What follows belongs to an exercise in optimizing a design on an open flow for small area, a short achievable clock period and few clock cycles; a production flow would make more cautious choices. Only simulation tests tie the RTL to the original design; equivalence was not proved. Power figures rest on the tool's default switching activity, not on a simulated workload.

==> design/flow/design.v <==
module ALU(
    input  [31:0] src1,
    input  [31:0] src2,
    input  [3:0]  ALU_control,
    output reg [31:0] result
);
always @(*) begin
    case (ALU_control)
        4'b0000: result = src1 & src2;        
        4'b0001: result = src1 | src2;        
        4'b0010: result = src1 + src2;        
        4'b0110: result = src1 - src2;        
        4'b0111: result = ($signed(src1) < $signed(src2)) ? 32'd1 : 32'd0;   
        default: result = 32'hDEAD_BEEF;      
    endcase
end
endmodule
module Sign_Extend(
    input  [15:0] data_i,
    output [31:0] data_o
);
assign data_o = {{16{data_i[15]}}, data_i};
endmodule
module Decoder(
    input  [5:0] instr_op_i,
    output reg       RegWrite_o,
    output reg       MemtoReg_o,          
    output reg       MemRead_o,
    output reg       MemWrite_o,
    output reg       ALUSrc_o,            
    output reg [1:0] ALUOp_o,             
    output reg       Branch_o
);
always @(*) begin
    RegWrite_o = 0;
    MemtoReg_o = 0;
    MemRead_o  = 0;
    MemWrite_o = 0;
    ALUSrc_o   = 0;
    ALUOp_o    = 2'b00;
    Branch_o   = 0;
    case (instr_op_i)
        6'b000000: begin
            RegWrite_o = 1;
            ALUSrc_o   = 0;
            ALUOp_o    = 2'b10;
        end
        6'b100011: begin
            RegWrite_o = 1;
            MemtoReg_o = 1;
            MemRead_o  = 1;
            ALUSrc_o   = 1;
            ALUOp_o    = 2'b00;
        end
        6'b101011: begin
            MemWrite_o = 1;
            ALUSrc_o   = 1;
            ALUOp_o    = 2'b00;
        end
        6'b001000: begin
            RegWrite_o = 1;
            ALUSrc_o   = 1;
            ALUOp_o    = 2'b00;
        end
        6'b000100: begin    
            Branch_o = 1;
        end
        default: begin
        end
    endcase
end
endmodule
module Reg_File(
    input         clk,
    input         rst,
    input  [4:0]  RSaddr_i,
    input  [4:0]  RTaddr_i,
    output [31:0] RSdata_o,
    output [31:0] RTdata_o,
    input  [4:0]  RDaddr_i,
    input  [31:0] RDdata_i,
    input         RegWrite_i
);
reg [31:0] registers[0:31];      
assign RSdata_o =
    (RegWrite_i && (RSaddr_i == RDaddr_i) && RDaddr_i != 0)
        ? RDdata_i
        : registers[RSaddr_i];
assign RTdata_o =
    (RegWrite_i && (RTaddr_i == RDaddr_i) && RDaddr_i != 0)
        ? RDdata_i
        : registers[RTaddr_i];
integer i;
always @(posedge clk or posedge rst) begin
    if (rst) begin
        for (i = 0; i < 32; i = i + 1)
            registers[i] <= 32'b0;
    end else begin
        if (RegWrite_i && (RDaddr_i != 5'b0))       
            registers[RDaddr_i] <= RDdata_i;
    end
end
endmodule
module IF(
    input         clk,
    input         rst,
    input         PC_Write,         
    input         Branch_i,             
    input         Zero_i,               
    input  [31:0] branch_target_i,      
    output [31:0] instr_o,          
    output [31:0] pc_plus4_o,        
    output branch_taken_o,
    output [31:0] imem_addr_o,      
    input  [31:0] imem_rdata_i      
);
reg  [31:0] pc_reg;
wire branch_taken = Branch_i & Zero_i;
assign branch_taken_o = branch_taken;
wire [31:0] pc_next = (branch_taken) ?
                      branch_target_i :    
                      pc_reg + 32'd4;      
always @(posedge clk or posedge rst) begin
    if (rst)
        pc_reg <= 32'b0;
    else if (PC_Write)
        pc_reg <= pc_next;    
end
assign imem_addr_o = pc_reg;        
assign instr_o     = imem_rdata_i;
assign pc_plus4_o = pc_reg + 32'd4;
endmodule
module IF_ID(
    input         clk,
    input         rst,
    input         IF_ID_Write,       
    input  [31:0] instr_i,          
    input  [31:0] pc_i,             
    output reg [31:0] instr_o,     
    output reg [31:0] pc_o         
);
always @(posedge clk or posedge rst) begin
    if (rst) begin
        instr_o <= 32'b0;
        pc_o    <= 32'b0;
    end
    else if (IF_ID_Write) begin
        instr_o <= instr_i;
        pc_o    <= pc_i;
    end
end
endmodule
module ID(
    input         clk,
    input         rst,
    input  [31:0] instr_i,       
    input  [31:0] pc_plus4_i,    
    input         WB_RegWrite_i,  
    input  [4:0]  WB_WriteAddr_i, 
    input  [31:0] WB_WriteData_i, 
    output        RegWrite_o,      
    output        MemtoReg_o,      
    output        MemRead_o,       
    output        MemWrite_o,      
    output [1:0]  ALUOp_o,         
    output        ALUSrc_o,        
    output [31:0] rs_data_o,       
    output [31:0] rt_data_o,       
    output [31:0] imm_o,           
    output [5:0]  funct_o,         
    output [4:0]  rs_addr_o,       
    output [4:0]  rt_addr_o,       
    output [4:0]  rd_addr_o,       
    output        Branch_o,
    output        Zero_o,               
    output [31:0] branch_target_o       
);
wire [5:0] opcode  = instr_i[31:26];
wire [4:0] rs      = instr_i[25:21];
wire [4:0] rt      = instr_i[20:16];
wire [4:0] rd      = instr_i[15:11];
wire [5:0] funct   = instr_i[5:0];
wire [15:0] imm16  = instr_i[15:0];
Decoder DEC(
    .instr_op_i(opcode),
    .RegWrite_o(RegWrite_o),
    .MemtoReg_o(MemtoReg_o),
    .MemRead_o(MemRead_o),
    .MemWrite_o(MemWrite_o),
    .ALUSrc_o(ALUSrc_o),
    .ALUOp_o(ALUOp_o),
    .Branch_o(Branch_o)
);
Reg_File RF(
    .clk      (clk),
    .rst      (rst),
    .RSaddr_i   (rs),
    .RTaddr_i   (rt),
    .RDaddr_i   (WB_WriteAddr_i),
    .RDdata_i   (WB_WriteData_i),
    .RegWrite_i (WB_RegWrite_i),
    .RSdata_o   (rs_data_o),
    .RTdata_o   (rt_data_o)
);
Sign_Extend SE(
    .data_i(imm16),
    .data_o(imm_o)
);
assign Zero_o = (rs_data_o == rt_data_o);
assign branch_target_o = pc_plus4_i + (imm_o << 2);
assign funct_o   = funct;
assign rs_addr_o = rs;
assign rt_addr_o = rt;
assign rd_addr_o = rd;
endmodule
module ID_EX(
    input    clk,
    input    rst,
    input ID_EX_Flush,       
    input RegWrite_i, MemtoReg_i, MemRead_i, MemWrite_i,
    input [1:0] ALUOp_i,                                
    input ALUSrc_i,                                     
    input [31:0] rs_i, rt_i, imm_i,                   
    input [5:0]  funct_i,                             
    input [4:0]  rs_addr_i, rt_addr_i, rd_addr_i,     
    output reg RegWrite_o, MemtoReg_o, MemRead_o, MemWrite_o,
    output reg [1:0] ALUOp_o,
    output reg ALUSrc_o,
    output reg [31:0] rs_o, rt_o, imm_o,
    output reg [5:0]  funct_o,
    output reg [4:0]  rs_addr_o, rt_addr_o, rd_addr_o
);
always @(posedge clk or posedge rst) begin
    if (rst) begin
        {RegWrite_o, MemtoReg_o, MemRead_o, MemWrite_o} <= 0;
        ALUOp_o    <= 0;
        ALUSrc_o   <= 0;
        funct_o    <= 0;
        rs_o       <= 0;
        rt_o       <= 0;
        imm_o      <= 0;
        rs_addr_o  <= 0;
        rt_addr_o  <= 0;
        rd_addr_o  <= 0;
    end else if (ID_EX_Flush) begin
        {RegWrite_o, MemtoReg_o, MemRead_o, MemWrite_o} <= 0;
        ALUOp_o    <= 0;
        ALUSrc_o   <= 0;
        funct_o    <= 0;
        rs_o       <= 0;
        rt_o       <= 0;
        imm_o      <= 0;
        rs_addr_o  <= 0;
        rt_addr_o  <= 0;
        rd_addr_o  <= 0;
    end else begin
        RegWrite_o <= RegWrite_i;
        MemtoReg_o <= MemtoReg_i;
        MemRead_o  <= MemRead_i;
        MemWrite_o <= MemWrite_i;
        ALUOp_o    <= ALUOp_i;
        ALUSrc_o   <= ALUSrc_i;
        funct_o    <= funct_i;
        rs_o       <= rs_i;
        rt_o       <= rt_i;
        imm_o      <= imm_i;
        rs_addr_o  <= rs_addr_i;
        rt_addr_o  <= rt_addr_i;
        rd_addr_o  <= rd_addr_i;
    end
end
endmodule
module Forwarding_Unit(
    input  [4:0] ID_EX_rs,           
    input  [4:0] ID_EX_rt,           
    input        EX_MEM_RegWrite,
    input  [4:0] EX_MEM_rd,           
    input        MEM_WB_RegWrite,
    input  [4:0] MEM_WB_rd,           
    output reg [1:0] ForwardA,
    output reg [1:0] ForwardB
);
always @(*) begin
    ForwardA = 2'b00;
    ForwardB = 2'b00;
    if (EX_MEM_RegWrite &&
        (EX_MEM_rd != 0) &&
        (EX_MEM_rd == ID_EX_rs)) begin
        ForwardA = 2'b10;
    end
    else if (MEM_WB_RegWrite &&
             (MEM_WB_rd != 0) &&
             (MEM_WB_rd == ID_EX_rs)) begin
        ForwardA = 2'b01;
    end
    if (EX_MEM_RegWrite &&
        (EX_MEM_rd != 0) &&
        (EX_MEM_rd == ID_EX_rt)) begin
        ForwardB = 2'b10;
    end
    else if (MEM_WB_RegWrite &&
             (MEM_WB_rd != 0) &&
             (MEM_WB_rd == ID_EX_rt)) begin
        ForwardB = 2'b01;
    end
end
endmodule
module Hazard_Detection_Unit(
    input        ID_EX_MemRead,     
    input  [4:0] ID_EX_rt,          
    input  [4:0] IF_ID_rs,          
    input  [4:0] IF_ID_rt,          
    output reg   PC_Write,          
    output reg   IF_ID_Write,       
    output reg   ID_EX_Flush,        
    input IF_ID_isBranch,
    input ID_EX_RegWrite,
    input [4:0] ID_EX_writeReg,
    input EX_MEM_RegWrite,
    input [4:0] EX_MEM_writeReg,
    input MEM_WB_RegWrite,
    input [4:0] MEM_WB_writeReg
);
always @(*) begin
    PC_Write    = 1;
    IF_ID_Write = 1;
    ID_EX_Flush = 0;
    if (ID_EX_MemRead &&
       ((ID_EX_rt == IF_ID_rs) || (ID_EX_rt == IF_ID_rt))) begin     
        PC_Write    = 0;    
        IF_ID_Write = 0;    
        ID_EX_Flush = 1;    
    end
    if (IF_ID_isBranch &&
        ID_EX_RegWrite &&
        (ID_EX_writeReg != 0) &&
        ((ID_EX_writeReg == IF_ID_rs) || (ID_EX_writeReg == IF_ID_rt)))
    begin
        PC_Write    = 0;
        IF_ID_Write = 0;
        ID_EX_Flush = 1;
    end
    if (IF_ID_isBranch &&
        EX_MEM_RegWrite &&
        (EX_MEM_writeReg != 0) &&
        ((EX_MEM_writeReg == IF_ID_rs) || (EX_MEM_writeReg == IF_ID_rt)))
    begin
        PC_Write    = 0;
        IF_ID_Write = 0;
        ID_EX_Flush = 1;
    end
    if (IF_ID_isBranch &&
        MEM_WB_RegWrite &&
        (MEM_WB_writeReg != 0) &&
        ((MEM_WB_writeReg == IF_ID_rs) || (MEM_WB_writeReg == IF_ID_rt)))
    begin
        PC_Write    = 0;
        IF_ID_Write = 0;
        ID_EX_Flush = 1;
    end
end
endmodule
module EX(
    input         RegWrite_i,
    input         MemtoReg_i,
    input         MemRead_i,
    input         MemWrite_i,
    input  [1:0]  ALUOp_i,
    input         ALUSrc_i,              
    input  [31:0] rs_data_i,
    input  [31:0] rt_data_i,
    input  [31:0] imm_i,
    input  [5:0]  funct_i,
    input  [4:0]  rs_addr_i,
    input  [4:0]  rt_addr_i,
    input  [4:0]  rd_addr_i,
    input  [31:0] EXMEM_ALU_i,           
    input  [31:0] MEMWB_WriteData_i,     
    input  [1:0]  ForwardA_i,
    input  [1:0]  ForwardB_i,
    output        RegWrite_o,
    output        MemtoReg_o,
    output        MemRead_o,
    output        MemWrite_o,
    output [4:0]  rs_addr_o,             
    output [4:0]  rt_addr_o,             
    output [31:0] ALU_result_o,
    output [31:0] rt_data_o,             
    output [4:0]  dest_reg_o             
);
assign rs_addr_o = rs_addr_i;            
assign rt_addr_o = rt_addr_i;            
reg [31:0] ALU_src1;
always @(*) begin
    case (ForwardA_i)
        2'b00: ALU_src1 = rs_data_i;           
        2'b10: ALU_src1 = EXMEM_ALU_i;         
        2'b01: ALU_src1 = MEMWB_WriteData_i;   
        default: ALU_src1 = rs_data_i;
    endcase
end
reg [31:0] rt_forwarded;
always @(*) begin
    case (ForwardB_i)
        2'b00: rt_forwarded = rt_data_i;      
        2'b10: rt_forwarded = EXMEM_ALU_i;                  
        2'b01: rt_forwarded = MEMWB_WriteData_i;            
        default: rt_forwarded = rt_data_i;
    endcase
end
wire [31:0] ALU_src2 = ALUSrc_i ? imm_i : rt_forwarded;
reg [3:0] ALU_control;
always @(*) begin
    case (ALUOp_i)
        2'b00: ALU_control = 4'b0010;   
        2'b10: begin                    
            case (funct_i)
                6'b100000: ALU_control = 4'b0010;  
                6'b100010: ALU_control = 4'b0110;  
                6'b100100: ALU_control = 4'b0000;  
                6'b100101: ALU_control = 4'b0001;  
                6'b101010: ALU_control = 4'b0111;  
                default:   ALU_control = 4'b0010;
            endcase
        end
        default: ALU_control = 4'b0010;
    endcase
end
wire [31:0] ALU_result;
ALU alu(
    .src1(ALU_src1),
    .src2(ALU_src2),
    .ALU_control(ALU_control),
    .result(ALU_result)
);
wire [4:0] dest_reg = (ALUOp_i == 2'b10) ? rd_addr_i : rt_addr_i;
assign RegWrite_o    = RegWrite_i;
assign MemtoReg_o    = MemtoReg_i;
assign MemRead_o     = MemRead_i;
assign MemWrite_o    = MemWrite_i;
assign ALU_result_o  = ALU_result;
assign rt_data_o     = rt_forwarded;      
assign dest_reg_o    = dest_reg;
endmodule
module EX_MEM(
    input clk, rst,
    input RegWrite_i, MemtoReg_i, MemRead_i, MemWrite_i,
    input [31:0] ALU_i,     
    input [31:0] rt_i,      
    input [4:0]  rd_i,      
    output reg RegWrite_o, MemtoReg_o, MemRead_o, MemWrite_o,
    output reg [31:0] ALU_o,
    output reg [31:0] rt_o,
    output reg [4:0]  rd_o
);
always @(posedge clk or posedge rst) begin
    if (rst) begin
        {RegWrite_o, MemtoReg_o, MemRead_o, MemWrite_o} <= 0;
        ALU_o <= 0;
        rt_o  <= 0;
        rd_o  <= 0;
    end else begin
        RegWrite_o <= RegWrite_i;
        MemtoReg_o <= MemtoReg_i;
        MemRead_o  <= MemRead_i;
        MemWrite_o <= MemWrite_i;
        ALU_o <= ALU_i;
        rt_o  <= rt_i;
        rd_o  <= rd_i;
    end
end
endmodule
module MEM(
    input         clk,
    input         rst,
    input         RegWrite_i,
    input         MemtoReg_i,
    input         MemRead_i,
    input         MemWrite_i,
    input  [31:0] ALU_result_i,    
    input  [31:0] rt_data_i,       
    input  [4:0]  dest_reg_i,      
    output        RegWrite_o,      
    output        MemtoReg_o,      
    output [31:0] read_data_o,     
    output [31:0] ALU_result_o,    
    output [4:0]  dest_reg_o,      
    output [31:0] dmem_addr_o,
    output [31:0] dmem_wdata_o,
    output        dmem_we_o,
    input  [31:0] dmem_rdata_i
);
assign dmem_addr_o  = ALU_result_i;    
assign dmem_wdata_o = rt_data_i;
assign dmem_we_o    = MemWrite_i;
assign read_data_o  = (MemRead_i) ? dmem_rdata_i : 32'b0;
assign RegWrite_o   = RegWrite_i;        
assign MemtoReg_o   = MemtoReg_i;        
assign ALU_result_o = ALU_result_i;      
assign dest_reg_o   = dest_reg_i;        
endmodule
module MEM_WB(
    input clk, rst,
    input RegWrite_i, MemtoReg_i,
    input [31:0] read_data_i,       
    input [31:0] ALU_i,             
    input [4:0]  rd_i,              
    output reg RegWrite_o, MemtoReg_o,
    output reg [31:0] read_data_o,
    output reg [31:0] ALU_o,
    output reg [4:0]  rd_o
);
always @(posedge clk or posedge rst) begin
    if (rst) begin
        RegWrite_o <= 0;
        MemtoReg_o <= 0;
        read_data_o <= 0;
        ALU_o <= 0;
        rd_o <= 0;
    end else begin
        RegWrite_o <= RegWrite_i;
        MemtoReg_o <= MemtoReg_i;
        read_data_o <= read_data_i;
        ALU_o <= ALU_i;
        rd_o <= rd_i;
    end
end
endmodule
module WB(
    input         RegWrite_i,        
    input         MemtoReg_i,        
    input  [31:0] read_data_i,       
    input  [31:0] ALU_result_i,      
    input  [4:0]  dest_reg_i,        
    output        WB_RegWrite_o,     
    output [4:0]  WB_WriteAddr_o,    
    output [31:0] WB_WriteData_o     
);
assign WB_WriteData_o = (MemtoReg_i) ? read_data_i : ALU_result_i;       
assign WB_RegWrite_o  = RegWrite_i;     
assign WB_WriteAddr_o = dest_reg_i;     
endmodule
module CPU(
    input         clk,
    input         rst,
    output [31:0] imem_addr,
    input  [31:0] imem_rdata,
    output [31:0] dmem_addr,
    output [31:0] dmem_wdata,
    output        dmem_we,
    input  [31:0] dmem_rdata,
    output        wb_en,
    output [4:0]  wb_addr,
    output [31:0] wb_data
);
wire [4:0]  WB_WriteAddr;
wire [31:0] WB_WriteData;
wire        EX_RegWrite_pass;
wire        EX_MemtoReg_pass;
wire        EX_MemRead_pass;
wire        EX_MemWrite_pass;
wire [4:0]  EX_rs_addr_pass;
wire [4:0]  EX_rt_addr_pass;
wire        MEM_RegWrite_pass;
wire        MEM_MemtoReg_pass;
wire [31:0] MEM_ALU_result_pass;
wire [4:0]  MEM_WriteAddr_pass;
wire [31:0] IF_instr;
wire [31:0] IF_pc_plus4;
wire        PC_Write;
wire        Branch;
wire        Zero;
wire [31:0] branch_target;
wire branch_taken_o;
wire [31:0] ID_instr;
wire [31:0] ID_pc_plus4;
wire        IF_ID_Write;
wire        ID_RegWrite;
wire        ID_MemtoReg;
wire        ID_MemRead;
wire        ID_MemWrite;
wire [1:0]  ID_ALUOp;
wire        ID_ALUSrc;
wire [31:0] ID_rs_data;
wire [31:0] ID_rt_data;
wire [31:0] ID_imm;
wire [5:0]  ID_funct;
wire [4:0]  ID_rs_addr;
wire [4:0]  ID_rt_addr;
wire [4:0]  ID_rd_addr;
wire ID_EX_Flush;
wire        EX_RegWrite;
wire        EX_MemtoReg;
wire        EX_MemRead;
wire        EX_MemWrite;
wire [1:0]  EX_ALUOp;
wire        EX_ALUSrc;
wire [31:0] EX_rs_data;
wire [31:0] EX_rt_data;
wire [31:0] EX_imm;
wire [5:0]  EX_funct;
wire [4:0]  EX_rs_addr;
wire [4:0]  EX_rt_addr;
wire [4:0]  EX_rd_addr;
wire [1:0] ForwardA;
wire [1:0] ForwardB;
wire [31:0] EX_ALU_result;
wire [31:0] EX_rt_forwarded;
wire [4:0]  EX_dest_reg;
wire        MEM_RegWrite;
wire        MEM_MemtoReg;
wire        MEM_MemRead;
wire        MEM_MemWrite;
wire [31:0] MEM_ALU_result;
wire [31:0] MEM_rt_data;
wire [4:0]  MEM_WriteAddr;
wire [31:0] MEM_ReadData;
wire        WB_RegWrite;
wire        WB_MemtoReg;
wire [31:0] WB_ReadData;
wire [31:0] WB_ALU_result;
wire        WB_RegWrite_sig;
wire [4:0]  WB_WriteAddr_sig;
IF IF_stage(
    .clk(clk),
    .rst(rst),
    .PC_Write(PC_Write),
    .Branch_i(Branch),
    .Zero_i(Zero),
    .branch_target_i(branch_target),
    .instr_o(IF_instr),
    .pc_plus4_o(IF_pc_plus4),
    .branch_taken_o(branch_taken_o),
    .imem_addr_o(imem_addr),
    .imem_rdata_i(imem_rdata)
);
IF_ID IF_ID_reg(
    .clk(clk),
    .rst(rst),
    .IF_ID_Write(IF_ID_Write),
    .instr_i(IF_instr),
    .pc_i(IF_pc_plus4),
    .instr_o(ID_instr),
    .pc_o(ID_pc_plus4)
);
ID ID_stage(
    .clk(clk),
    .rst(rst),
    .instr_i(ID_instr),
    .pc_plus4_i(ID_pc_plus4),
    .WB_RegWrite_i(WB_RegWrite),
    .WB_WriteAddr_i(WB_WriteAddr),
    .WB_WriteData_i(WB_WriteData),
    .RegWrite_o(ID_RegWrite),
    .MemtoReg_o(ID_MemtoReg),
    .MemRead_o(ID_MemRead),
    .MemWrite_o(ID_MemWrite),
    .ALUOp_o(ID_ALUOp),
    .ALUSrc_o(ID_ALUSrc),
    .rs_data_o(ID_rs_data),
    .rt_data_o(ID_rt_data),
    .imm_o(ID_imm),
    .funct_o(ID_funct),
    .rs_addr_o(ID_rs_addr),
    .rt_addr_o(ID_rt_addr),
    .rd_addr_o(ID_rd_addr),
    .Branch_o(Branch),
    .Zero_o(Zero),
    .branch_target_o(branch_target)
);
Hazard_Detection_Unit hazard(
    .ID_EX_MemRead(EX_MemRead),
    .ID_EX_rt(EX_rt_addr),
    .IF_ID_rs(ID_rs_addr),
    .IF_ID_rt(ID_rt_addr),
    .PC_Write(PC_Write),
    .IF_ID_Write(IF_ID_Write),
    .ID_EX_Flush(ID_EX_Flush),
    .IF_ID_isBranch(Branch),
    .ID_EX_RegWrite(EX_RegWrite),
    .ID_EX_writeReg(EX_dest_reg),
    .EX_MEM_RegWrite(MEM_RegWrite),
    .EX_MEM_writeReg(MEM_WriteAddr),
    .MEM_WB_RegWrite(WB_RegWrite),
    .MEM_WB_writeReg(WB_WriteAddr)
);
ID_EX ID_EX_reg(
    .clk(clk),
    .rst(rst),
    .ID_EX_Flush(ID_EX_Flush),
    .RegWrite_i(ID_RegWrite),
    .MemtoReg_i(ID_MemtoReg),
    .MemRead_i(ID_MemRead),
    .MemWrite_i(ID_MemWrite),
    .ALUOp_i(ID_ALUOp),
    .ALUSrc_i(ID_ALUSrc),
    .rs_i(ID_rs_data),
    .rt_i(ID_rt_data),
    .imm_i(ID_imm),
    .funct_i(ID_funct),
    .rs_addr_i(ID_rs_addr),
    .rt_addr_i(ID_rt_addr),
    .rd_addr_i(ID_rd_addr),
    .RegWrite_o(EX_RegWrite),
    .MemtoReg_o(EX_MemtoReg),
    .MemRead_o(EX_MemRead),
    .MemWrite_o(EX_MemWrite),
    .ALUOp_o(EX_ALUOp),
    .ALUSrc_o(EX_ALUSrc),
    .rs_o(EX_rs_data),
    .rt_o(EX_rt_data),
    .imm_o(EX_imm),
    .funct_o(EX_funct),
    .rs_addr_o(EX_rs_addr),
    .rt_addr_o(EX_rt_addr),
    .rd_addr_o(EX_rd_addr)
);
Forwarding_Unit forward(
    .ID_EX_rs(EX_rs_addr),
    .ID_EX_rt(EX_rt_addr),
    .EX_MEM_RegWrite(MEM_RegWrite),
    .EX_MEM_rd(MEM_WriteAddr),
    .MEM_WB_RegWrite(WB_RegWrite),
    .MEM_WB_rd(WB_WriteAddr),
    .ForwardA(ForwardA),
    .ForwardB(ForwardB)
);
EX EX_stage(
    .RegWrite_i(EX_RegWrite),
    .MemtoReg_i(EX_MemtoReg),
    .MemRead_i(EX_MemRead),
    .MemWrite_i(EX_MemWrite),
    .ALUOp_i(EX_ALUOp),
    .ALUSrc_i(EX_ALUSrc),
    .rs_data_i(EX_rs_data),
    .rt_data_i(EX_rt_data),
    .imm_i(EX_imm),
    .funct_i(EX_funct),
    .rs_addr_i(EX_rs_addr),
    .rt_addr_i(EX_rt_addr),
    .rd_addr_i(EX_rd_addr),
    .EXMEM_ALU_i(MEM_ALU_result),
    .MEMWB_WriteData_i(WB_WriteData),
    .ForwardA_i(ForwardA),
    .ForwardB_i(ForwardB),
    .RegWrite_o(EX_RegWrite_pass),
    .MemtoReg_o(EX_MemtoReg_pass),
    .MemRead_o(EX_MemRead_pass),
    .MemWrite_o(EX_MemWrite_pass),
    .rs_addr_o(EX_rs_addr_pass),
    .rt_addr_o(EX_rt_addr_pass),
    .ALU_result_o(EX_ALU_result),
    .rt_data_o(EX_rt_forwarded),
    .dest_reg_o(EX_dest_reg)
);
EX_MEM EX_MEM_reg(
    .clk(clk),
    .rst(rst),
    .RegWrite_i(EX_RegWrite_pass),
    .MemtoReg_i(EX_MemtoReg_pass),
    .MemRead_i(EX_MemRead_pass),
    .MemWrite_i(EX_MemWrite_pass),
    .ALU_i(EX_ALU_result),
    .rt_i(EX_rt_forwarded),
    .rd_i(EX_dest_reg),
    .RegWrite_o(MEM_RegWrite),
    .MemtoReg_o(MEM_MemtoReg),
    .MemRead_o(MEM_MemRead),
    .MemWrite_o(MEM_MemWrite),
    .ALU_o(MEM_ALU_result),
    .rt_o(MEM_rt_data),
    .rd_o(MEM_WriteAddr)
);
MEM MEM_stage(
    .clk(clk),
    .rst(rst),
    .RegWrite_i(MEM_RegWrite),
    .MemtoReg_i(MEM_MemtoReg),
    .MemRead_i(MEM_MemRead),
    .MemWrite_i(MEM_MemWrite),
    .ALU_result_i(MEM_ALU_result),
    .rt_data_i(MEM_rt_data),
    .dest_reg_i(MEM_WriteAddr),
    .RegWrite_o(MEM_RegWrite_pass),
    .MemtoReg_o(MEM_MemtoReg_pass),
    .read_data_o(MEM_ReadData),
    .ALU_result_o(MEM_ALU_result_pass),
    .dest_reg_o(MEM_WriteAddr_pass),
    .dmem_addr_o(dmem_addr),
    .dmem_wdata_o(dmem_wdata),
    .dmem_we_o(dmem_we),
    .dmem_rdata_i(dmem_rdata)
);
MEM_WB MEM_WB_reg(
    .clk(clk),
    .rst(rst),
    .RegWrite_i(MEM_RegWrite_pass),
    .MemtoReg_i(MEM_MemtoReg_pass),
    .read_data_i(MEM_ReadData),
    .ALU_i(MEM_ALU_result_pass),
    .rd_i(MEM_WriteAddr_pass),
    .RegWrite_o(WB_RegWrite),
    .MemtoReg_o(WB_MemtoReg),
    .read_data_o(WB_ReadData),
    .ALU_o(WB_ALU_result),
    .rd_o(WB_WriteAddr)
);
WB WB_stage(
    .RegWrite_i(WB_RegWrite),
    .MemtoReg_i(WB_MemtoReg),
    .read_data_i(WB_ReadData),
    .ALU_result_i(WB_ALU_result),
    .dest_reg_i(WB_WriteAddr),
    .WB_RegWrite_o(WB_RegWrite_sig),
    .WB_WriteAddr_o(WB_WriteAddr_sig),
    .WB_WriteData_o(WB_WriteData)
);
assign wb_en   = WB_RegWrite;
assign wb_addr = WB_WriteAddr;
assign wb_data = WB_WriteData;
endmodule
==> design/flow/run.sh <==
#!/bin/bash
# synth_recipe.tcl (not shown) runs the flow's synth.tcl, then flattens the netlist and writes it again
# the make line also repeats each setting of config.mk as NAME=value (left out here)
make -C /OpenROAD-flow-scripts/flow DESIGN_CONFIG=/design/flow/config.mk WORK_HOME=/design/flow/orfs CLKGATE_MAP_FILE= SYNTH_SCRIPT=/design/flow/synth_recipe.tcl finish
==> design/flow/config.mk <==
export PLATFORM = sky130hd
export DESIGN_NAME = CPU
export DESIGN_NICKNAME = CPU
export VERILOG_FILES = /design/flow/design.v
export SDC_FILE = /design/flow/constraint.sdc
export NUM_CORES = 4
export LEC_CHECK = 0
export CAP_MARGIN = 20
export CORE_MARGIN = 2
export CORE_UTILIZATION = 25
export PLACE_DENSITY = 0.4
export SLEW_MARGIN = 20
==> design/flow/constraint.sdc <==
create_clock -name core_clock -period 8.5 [get_ports {clk}]
set_input_delay 1.7000 -clock core_clock [delete_from_list [all_inputs] [get_ports {clk}]]
set_output_delay 1.7000 -clock core_clock [all_outputs]
set_load 0.01 [all_outputs]
==> notes.md <==
-- cells by family (layout without fill, tap and decap cells) --
family | count (synthesis) | count (layout) | share of synthesized area (%)
compound gates | 2553 | 2553 | 22.9
other cells | 0 | 32 | 0
fa+ha+maj | 132 | 132 | 2.37
mux | 87 | 87 | 1.27
xor+xnor | 139 | 139 | 1.72
simple gates | 2776 | 2776 | 18.3
flops | 1358 | 1358 | 48.1
buf+inv | 886 | 998 | 5.30
-- layout by cell type, fill, tap and decap left out, types with 62 or more instances in the layout --
cell,instances
sky130_fd_sc_hd__a21oi_1,788
sky130_fd_sc_hd__o21ai_0,616
sky130_fd_sc_hd__and3_1,347
sky130_fd_sc_hd__a22oi_1,594
sky130_fd_sc_hd__clkdlybuf4s50_1,200
sky130_fd_sc_hd__dfrtp_1,1346
sky130_fd_sc_hd__nand2_1,806
sky130_fd_sc_hd__ha_1,129
sky130_fd_sc_hd__a221oi_1,75
sky130_fd_sc_hd__a22o_1,62
sky130_fd_sc_hd__nor2_4,77
sky130_fd_sc_hd__nor2_1,878
sky130_fd_sc_hd__buf_4,304
sky130_fd_sc_hd__clkbuf_16,168
sky130_fd_sc_hd__a2111oi_0,86
sky130_fd_sc_hd__nand3_1,159
sky130_fd_sc_hd__xnor2_1,87
sky130_fd_sc_hd__nand4_1,143
sky130_fd_sc_hd__inv_1,166
-- worst max-delay path by stage --
stage                                   from                   end  slack, ps  cells past startpoint
after global routing      MEM_WB_reg.rd_o[1]  EX_MEM_reg.ALU_o[28]        560                     21
after detailed placement  MEM_WB_reg.rd_o[3]  EX_MEM_reg.ALU_o[28]       1330                     23
after floorplan                          rst   EX_MEM_reg.ALU_o[0]     -11990                      1
final                     MEM_WB_reg.rd_o[2]  EX_MEM_reg.ALU_o[28]       1210                     22
after global placement    MEM_WB_reg.rd_o[3]  EX_MEM_reg.ALU_o[28]       1230                     23
after CTS                 MEM_WB_reg.rd_o[3]  EX_MEM_reg.ALU_o[28]       1240                     23
-- power by group through the flow --
stage                     Combinational, mW  Sequential [mW]  Clock [mW]
after floorplan                        1.55             7.27           0
after global routing                   3.06             7.40        7.84
after detailed placement               2.81             7.46           0
after global placement                 2.80             7.47           0
final                                  2.89             7.36        7.51
after CTS                              2.82             7.35        7.60
-- cell type report --
class                           count  share of cell area [%]
Antenna cell                       32                  0.0955
Timing Repair Buffer              524                    5.60
Sequential cell                  1358                    40.6
Inverter                          167                   0.752
Multi-Input combinational cell   5687                    40.7
Tap cell                         3743                    5.59
Clock buffer                      245                    5.79
Clock inverter                     62                   0.925
-- worst max-delay path, stage by stage (launching register included) --
cell	delay (ps)
sky130_fd_sc_hd__dfrtp_1	390
sky130_fd_sc_hd__buf_4	310
sky130_fd_sc_hd__or4_1	170
sky130_fd_sc_hd__o21ai_2	150
sky130_fd_sc_hd__nor4_2	530
sky130_fd_sc_hd__buf_4	550
sky130_fd_sc_hd__o21ai_0	160
sky130_fd_sc_hd__o21ai_0	260
sky130_fd_sc_hd__mux2i_1	260
sky130_fd_sc_hd__fa_1	520
sky130_fd_sc_hd__nor2b_1	160
sky130_fd_sc_hd__o21ai_0	250
sky130_fd_sc_hd__a21oi_1	170
sky130_fd_sc_hd__o41ai_1	500
sky130_fd_sc_hd__buf_4	250
sky130_fd_sc_hd__a31oi_1	190
sky130_fd_sc_hd__o41ai_1	690
sky130_fd_sc_hd__o21ai_1	240
sky130_fd_sc_hd__a221oi_1	540
sky130_fd_sc_hd__o21bai_1	150
sky130_fd_sc_hd__a21oi_1	320
sky130_fd_sc_hd__o221ai_1	180
sky130_fd_sc_hd__a22o_1	210
-- per-stage QoR --
step                      worst slack [ps]  utilization (%)  cell area [um^2]  instances  hold slack [ps]
after global routing                   564             29.8             83800      11800              410
after detailed placement              1330             27.7             78000      11500              363
final                                 1210             29.8             83800      11800              386
after global placement                1230             27.7             78000      11500              379
after CTS                             1240             29.7             83600      11800              399
after floorplan                     -11990                -             70600       7931              331
-- layer usage --
| metal | track usage, % | wire length, um | vias to the layer above |
|---|---|---|---|
| met5 | 0.316 | 284 | - |
| met4 | 17.1 | 30100 | 20 |
| met3 | 8.35 | 47800 | 1342 |
| met2 | 42.6 | 181000 | 5004 |
| met1 | 39.7 | 179000 | 35600 |
| li1 | - | - | 28500 |
==> flow_summary.html <==
<table>
<tr><th>Metric</th><th>Value</th></tr>
<tr><th colspan="2">Power</th></tr>
<tr><td>Power share of the combinational group</td><td>between 10% and 20%</td></tr>
<tr><td>Areal power density over the cells</td><td>roughly 210 nW/um^2</td></tr>
<tr><td>Int Power</td><td>about 12 mW</td></tr>
<tr><td>Maximum VDD drop</td><td>0.000238 V</td></tr>
<tr><td>Share of power burned in the clock network</td><td>42.3%</td></tr>
<tr><td>Sw Share</td><td>roughly 32%</td></tr>
<tr><td>Net load switching power</td><td>about 5.7 mW</td></tr>
<tr><td>Sequential share of power</td><td>41.4%</td></tr>
<tr><td>Total chip power</td><td>17.8 mW</td></tr>
<tr><td>Leakage Power</td><td>37.0 nW</td></tr>
<tr><th colspan="2">Place</th></tr>
<tr><td>Dpl hpwl</td><td>288,000 um</td></tr>
<tr><td>Buffers on Ports</td><td>200</td></tr>
<tr><td>Routability cong.</td><td>0.973</td></tr>
<tr><th colspan="2">Global route</th></tr>
<tr><td>Number of antenna violations at the first check in global routing</td><td>between 50 and 60</td></tr>
<tr><td>Global-route wire length before repair</td><td>589,000 um</td></tr>
<tr><td>Largest net degree at the start of global routing</td><td>about 170</td></tr>
<tr><td>Final global-route overflow total</td><td>0</td></tr>
<tr><td>Number of global-route vias before repair</td><td>66.1k</td></tr>
<tr><td>Overall routing resource usage</td><td>29.7%</td></tr>
<tr><th colspan="2">Die</th></tr>
<tr><td>Chip Width</td><td>approximately 540 um</td></tr>
<tr><td>Top Ports</td><td>201</td></tr>
<tr><td>Die Footprint</td><td>287,000 um^2</td></tr>
<tr><td>Core box area</td><td>282,000 um^2</td></tr>
<tr><td>Cell row count</td><td>a little under 200</td></tr>
<tr><td>Vert. Die Dim</td><td>535 um</td></tr>
<tr><td>Initial Utilization</td><td>roughly a quarter</td></tr>
<tr><th colspan="2">Layout</th></tr>
<tr><td>Max reg flops</td><td>around 1.0k</td></tr>
<tr><td>Total of fill cells in the finished design</td><td>around 30k</td></tr>
<tr><td>Layout overhead on the synthesized area</td><td>18.7%</td></tr>
<tr><td>Multi-input combinational cell area</td><td>approximately 34,000 um^2</td></tr>
<tr><td>Sequential cell area in the final layout</td><td>between 30,000 and 40,000 um^2</td></tr>
<tr><td>Fin nets</td><td>around 8.1k</td></tr>
<tr><td>Register with the highest flop count</td><td>ID_stage.RF.registers</td></tr>
<tr><td>Share of post-route cells with drive strength above 1</td><td>10.4%</td></tr>
<tr><th colspan="2">Clock tree</th></tr>
<tr><td>Postcts setup bufs</td><td>0</td></tr>
<tr><td>Clock slew at the register clock pins of the worst setup and hold paths</td><td>~60 ps</td></tr>
<tr><td>Count of cells resized by post-cts repair</td><td>0</td></tr>
<tr><td>Clock insertion delay at the later pin of the skew report</td><td>~890 ps</td></tr>
<tr><td>Clock root buffer</td><td>sky130_fd_sc_hd__clkbuf_16</td></tr>
<tr><td>Total number of H-tree levels</td><td>4</td></tr>
<tr><td>CTS buffer count</td><td>167</td></tr>
<tr><td>CTS tree</td><td>done</td></tr>
<tr><td>Maximum root-to-sink buffer count</td><td>3</td></tr>
<tr><td>CTS Hold Bufs</td><td>0</td></tr>
<tr><td>Total number of clock tree sinks</td><td>about 1.4k</td></tr>
<tr><th colspan="2">Setup path</th></tr>
<tr><td>Max Fanout on Critical Path</td><td>between 60 and 70</td></tr>
<tr><td>Reg-to-reg setup timing slack</td><td>between 1000 and 1500 ps</td></tr>
<tr><td>R2R depth</td><td>22</td></tr>
<tr><td>Type of element launching the critical path</td><td>register</td></tr>
<tr><td>Kind of critical path</td><td>reg -&gt; reg</td></tr>
<tr><td>Category of the worst setup path capture point</td><td>register</td></tr>
<tr><td>Endpoint arrival time on the critical path</td><td>about 8000 ps</td></tr>
<tr><td>Reg-to-reg startpoint</td><td>MEM_WB_reg.rd_o[2]</td></tr>
<tr><td>Worst r2r dst</td><td>EX_MEM_reg.ALU_o[28]</td></tr>
<tr><td>CP Data Required Time</td><td>9240 ps</td></tr>
<tr><th colspan="2">Routing</th></tr>
<tr><td>Initial DRC count</td><td>around 11k</td></tr>
<tr><td>Post-route DRC</td><td>0</td></tr>
<tr><td>Detailed Routing Iterations Pass 1</td><td>6</td></tr>
<tr><td>Number of nets with antenna violations after routing</td><td>0</td></tr>
<tr><td>Routed wirelength normalized by instance count</td><td>37.0 um</td></tr>
<tr><td>Number of vias per cell</td><td>roughly 6</td></tr>
<tr><td>Overall via count from detail_route</td><td>70.5k</td></tr>
<tr><td>Final routed wirelength across all metal layers</td><td>between 400,000 and 500,000 um</td></tr>
<tr><th colspan="2">STA</th></tr>
<tr><td>Unrepaired setup endpoints after global routing</td><td>false</td></tr>
<tr><td>Setup total negative slack</td><td>0 ps</td></tr>
<tr><td>Final worst-path cycle share</td><td>85.8%</td></tr>
<tr><td>Final-report max-slew violation count</td><td>0</td></tr>
<tr><td>Tightest Pin Transition</td><td>approximately 1300 ps</td></tr>
<tr><td>Final worst clock skew</td><td>around 65 ps</td></tr>
<tr><td>Setup Viol. Count Final</td><td>0</td></tr>
<tr><td>Hold Fails Final Rpt</td><td>0</td></tr>
<tr><td>Worst relative slew slack</td><td>10.8%</td></tr>
<tr><td>Peak clock frequency supported by timing</td><td>about 140 MHz</td></tr>
<tr><td>Post-route minimum period</td><td>roughly 7300 ps</td></tr>
<tr><th colspan="2">Synth</th></tr>
<tr><td>Leading post-synthesis cells by cell area</td><td>sky130_fd_sc_hd__dfrtp_1 48%, sky130_fd_sc_hd__a22oi_1 6.3%, sky130_fd_sc_hd__a21oi_1 5.6%</td></tr>
<tr><td>Predominant post-synthesis flop cell</td><td>sky130_fd_sc_hd__dfrtp_1</td></tr>
<tr><td>Flip-flop and latch count after synthesis</td><td>1,358</td></tr>
<tr><td>Synthesized area</td><td>just over 70,000 um^2</td></tr>
<tr><td>Cell accounting for the most synthesized area</td><td>sky130_fd_sc_hd__dfrtp_1</td></tr>
<tr><td>Distinct cell type count after synthesis</td><td>roughly 100</td></tr>
<tr><td>Synth Instances</td><td>7,931</td></tr>
<tr><td>Top-count cell post-synth</td><td>sky130_fd_sc_hd__dfrtp_1</td></tr>
<tr><td>Register area share after synthesis</td><td>approximately 48%</td></tr>
<tr><td>Net count after synthesis</td><td>8,129</td></tr>
<tr><td>Ranking of synthesized cells by instance count</td><td>1,358 x sky130_fd_sc_hd__dfrtp_1, 930 x sky130_fd_sc_hd__nor2_1, 817 x sky130_fd_sc_hd__nand2_1</td></tr>
<tr><td>Post-synth EDFFs</td><td>0</td></tr>
<tr><td>Mean instance size in the synthesized netlist</td><td>8.90 um^2</td></tr>
<tr><td>Count of yosys warnings during synthesis</td><td>12</td></tr>
<tr><td>Async SR Flop Fraction</td><td>100%</td></tr>
<tr><td>Synth top area share</td><td>roughly 48%</td></tr>
<tr><th colspan="2">Hold path</th></tr>
<tr><td>Worst min-delay path endpoint</td><td>MEM_WB_reg.RegWrite_o</td></tr>
<tr><td>Worst Hold Depth</td><td>0</td></tr>
<tr><td>Launch instance of the worst min-delay path</td><td>EX_MEM_reg.RegWrite_o</td></tr>
<tr><td>Kind of path behind the tightest hold check</td><td>reg -&gt; reg</td></tr>
<tr><th colspan="2">Outcome</th></tr>
<tr><td>Run status</td><td>timing/DRC/antenna clean</td></tr>
<tr><th colspan="2">Job</th></tr>
<tr><td>Max-cap viol count</td><td>0</td></tr>
</table>
Testbench counts, summed over its fixed seeds: cycles 42,907.

## afterwards: timing with drivers on the ports
No port has a modelled driver above. Below, the same layout with a new extraction and two added sets of constraints.
Step 1 sets driving cells, clkbuf_16 on the clock port and buf_2 on the other inputs (assumed; they add their load-dependent delay and slew).
Step 2, shift: input delay + t, output delay - t, t = (earliest + latest rising clock arrival at the registers) / 2. This alone moves slack from input paths to output paths.
a / b / c = ideal ports / drivers / drivers and shift; a / b = the first two.
t, ns: 0.959
setup WS [ns]: 1.209 / 1.209 / 1.209
hold slack, ns: 0.386 / 0.386 / 0.386
worst register clock-pin slew, ns: 0.07 / 0.07
pins driven straight from the clock port: 1
After both steps setup and hold are still met in this run. For this run, drivers alone change the setup slack by 0.000 ns; drivers and shift together by 0.000 ns.
